Background: an optimization exercise with open tools, aiming at small area. Do not read the settings as production practice.
The RTL was checked by simulation tests, not by an equivalence proof against the original design.
Power and IR drop assume default switching activity.

## ddr4_access_top
module ddr4_access_top (
      input  wire         pr_logic_clk_clk,
      input  wire         iopll_locked,
      input  wire         pr_logic_mm_waitrequest,
      input  wire [511:0] pr_logic_mm_readdata,
      input  wire         pr_logic_mm_readdatavalid,
      output reg  [4:0]   pr_logic_mm_burstcount,
      output reg  [511:0] pr_logic_mm_writedata,
      output reg  [30:0]  pr_logic_mm_address,
      output reg          pr_logic_mm_write,
      output reg          pr_logic_mm_read,
      output reg  [63:0]  pr_logic_mm_byteenable,
      output reg          pr_logic_mm_debugaccess,
      input  wire         local_cal_success,
      input  wire         local_cal_fail,
      output wire         ddr4a_global_reset,
      output reg          pr_logic_reset,
      output reg          pr_logic_cra_waitrequest,
      output wire [31:0]  pr_logic_cra_readdata,
      output wire         pr_logic_cra_readdatavalid,
      input  wire [0:0]   pr_logic_cra_burstcount,
      input  wire [31:0]  pr_logic_cra_writedata,
      input  wire [13:0]  pr_logic_cra_address,
      input  wire         pr_logic_cra_write,
      input  wire         pr_logic_cra_read,
      input  wire [3:0]   pr_logic_cra_byteenable,
      input  wire         pr_logic_cra_debugaccess,
      input  wire         pr_logic_reset_reset_n
   );
Size in the first run: roughly 2400 cells after synthesis, roughly 520 flip-flops, roughly 27000 um2 of cells after synthesis.
==> flow/config.mk <==
export PLATFORM = sky130hd
export DESIGN_NAME = ddr4_access_top
export DESIGN_NICKNAME = ddr4_access_top
export VERILOG_FILES = /design/flow/design.v
export SDC_FILE = /design/flow/constraint.sdc
export NUM_CORES = 4
export LEC_CHECK = 0
export CAP_MARGIN = 20
export CORE_AREA = 10 10 290 290
export DIE_AREA = 0 0 300 300
export PLACE_DENSITY = 0.75
export SLEW_MARGIN = 20
==> flow/constraint.sdc <==
create_clock -name core_clock -period 5.0 [get_ports {pr_logic_clk_clk}]
set_input_delay 1.0000 -clock core_clock [delete_from_list [all_inputs] [get_ports {pr_logic_clk_clk}]]
set_output_delay 1.0000 -clock core_clock [all_outputs]
set_load 0.01 [all_outputs]
standard.sh (not shown) runs the stock make flow with config.mk's settings and CLKGATE_MAP_FILE= SYNTH_SCRIPT=/design/flow/synth_recipe.tcl, a recipe that flattens the netlist after the stock synthesis.
==> flow/flow/run.sh <==
#!/bin/bash
# The standard ORFS layout (standard.sh), with these changes:
# - the smallest buffer (buf_1) on every input and output port;
# - pins on met2 and met4 at the top and bottom edges (met3 at the sides);
# - one tie cell per constant instead of one per constant output;
# - a clock tree of small buffers without dummy loads.
set -euo pipefail
export CTS_ARGS="-sink_clustering_enable -repair_clock_nets -dont_use_dummy_load -buf_list sky130_fd_sc_hd__clkbuf_8 -sink_clustering_size 17 -sink_clustering_max_diameter 55"
bash standard.sh "BUFFER_PORTS_ARGS=-buffer_cell sky130_fd_sc_hd__buf_1" "IO_PLACER_V=met2 met4" "SKIP_REPAIR_TIE_FANOUT=1" finish > flow_make.log 2>&1
Rerun with:
--- a/flow/flow/run.sh
+++ b/flow/flow/run.sh
@@ -6,4 +6,4 @@
 # - a clock tree of small buffers without dummy loads.
 set -euo pipefail
-export CTS_ARGS="-sink_clustering_enable -repair_clock_nets -dont_use_dummy_load -buf_list sky130_fd_sc_hd__clkbuf_8 -sink_clustering_size 17 -sink_clustering_max_diameter 55"
+export CTS_ARGS="-sink_clustering_enable -dont_use_dummy_load -buf_list sky130_fd_sc_hd__clkbuf_8 -sink_clustering_size 17 -sink_clustering_max_diameter 55"
 bash standard.sh "BUFFER_PORTS_ARGS=-buffer_cell sky130_fd_sc_hd__buf_1" "IO_PLACER_V=met2 met4" "SKIP_REPAIR_TIE_FANOUT=1" finish > flow_make.log 2>&1
Via count does not change.
Utilization does not change.
Routed wire length does not change.
Global-route usage is unchanged.
Clock power is about the same.
Total power is unchanged.
Rerun with:
--- a/flow/flow/run.sh
+++ b/flow/flow/run.sh
@@ -6,4 +6,4 @@
 # - a clock tree of small buffers without dummy loads.
 set -euo pipefail
-export CTS_ARGS="-sink_clustering_enable -dont_use_dummy_load -buf_list sky130_fd_sc_hd__clkbuf_8 -sink_clustering_size 17 -sink_clustering_max_diameter 55"
+export CTS_ARGS="-sink_clustering_enable -repair_clock_nets -dont_use_dummy_load -buf_list {sky130_fd_sc_hd__clkbuf_8 sky130_fd_sc_hd__clkbuf_16} -root_buf sky130_fd_sc_hd__clkbuf_8 -tree_buf sky130_fd_sc_hd__clkbuf_8 -sink_clustering_buffer sky130_fd_sc_hd__clkbuf_16 -sink_clustering_size 25 -sink_clustering_max_diameter 60"
 bash standard.sh "BUFFER_PORTS_ARGS=-buffer_cell sky130_fd_sc_hd__buf_1" "IO_PLACER_V=met2 met4" "SKIP_REPAIR_TIE_FANOUT=1" finish > flow_make.log 2>&1
- CORE_AREA: 10 10 290 290 -> 10 10 270 270
- DIE_AREA: 0 0 300 300 -> 0 0 280 280
- PLACE_DENSITY: 0.75 -> 0.8
Result:
- total power climbs by 3.3%
- area after synthesis is unchanged
- hold slack is worse by 0.099 ns
- flip-flop and latch count does not change

-- re-timing with driven ports --
How much do the figures lean on ideal ports? The routed layouts below were timed once more, with nothing changed but the port constraints. Step 1: set_driving_cell puts a clkbuf_16 on pr_logic_clk_clk and a buf_2 on each other input, an assumption about the parent block. Step 2, shift: input delay + t, output delay - t, t = (earliest + latest rising clock arrival at the registers) / 2. This alone moves slack from input paths to output paths. Slacks: no drivers / after step 1 / after step 2; pairs: no drivers / after step 1.
run | t (ns) | slack for setup (ns) | worst hold slack (ns) | worst setup path after step 2 | worst slew at a driven data input, ns
the first run | 0.624 | 1.478 / 1.429 / 0.967 | 0.344 / 0.344 / 0.344 | input to register | 0.26
the second run | 0.624 | 1.478 / 1.429 / 0.967 | 0.344 / 0.344 / 0.344 | input to register | 0.26
the third run | 0.760 | 1.524 / 1.473 / 0.990 | 0.246 / 0.224 / 0.353 | input to register | 0.34
After both steps setup and hold are still met in every run listed. For the third run, which loses most, drivers alone change the setup slack by -0.051 ns; drivers and shift together by -0.534 ns.
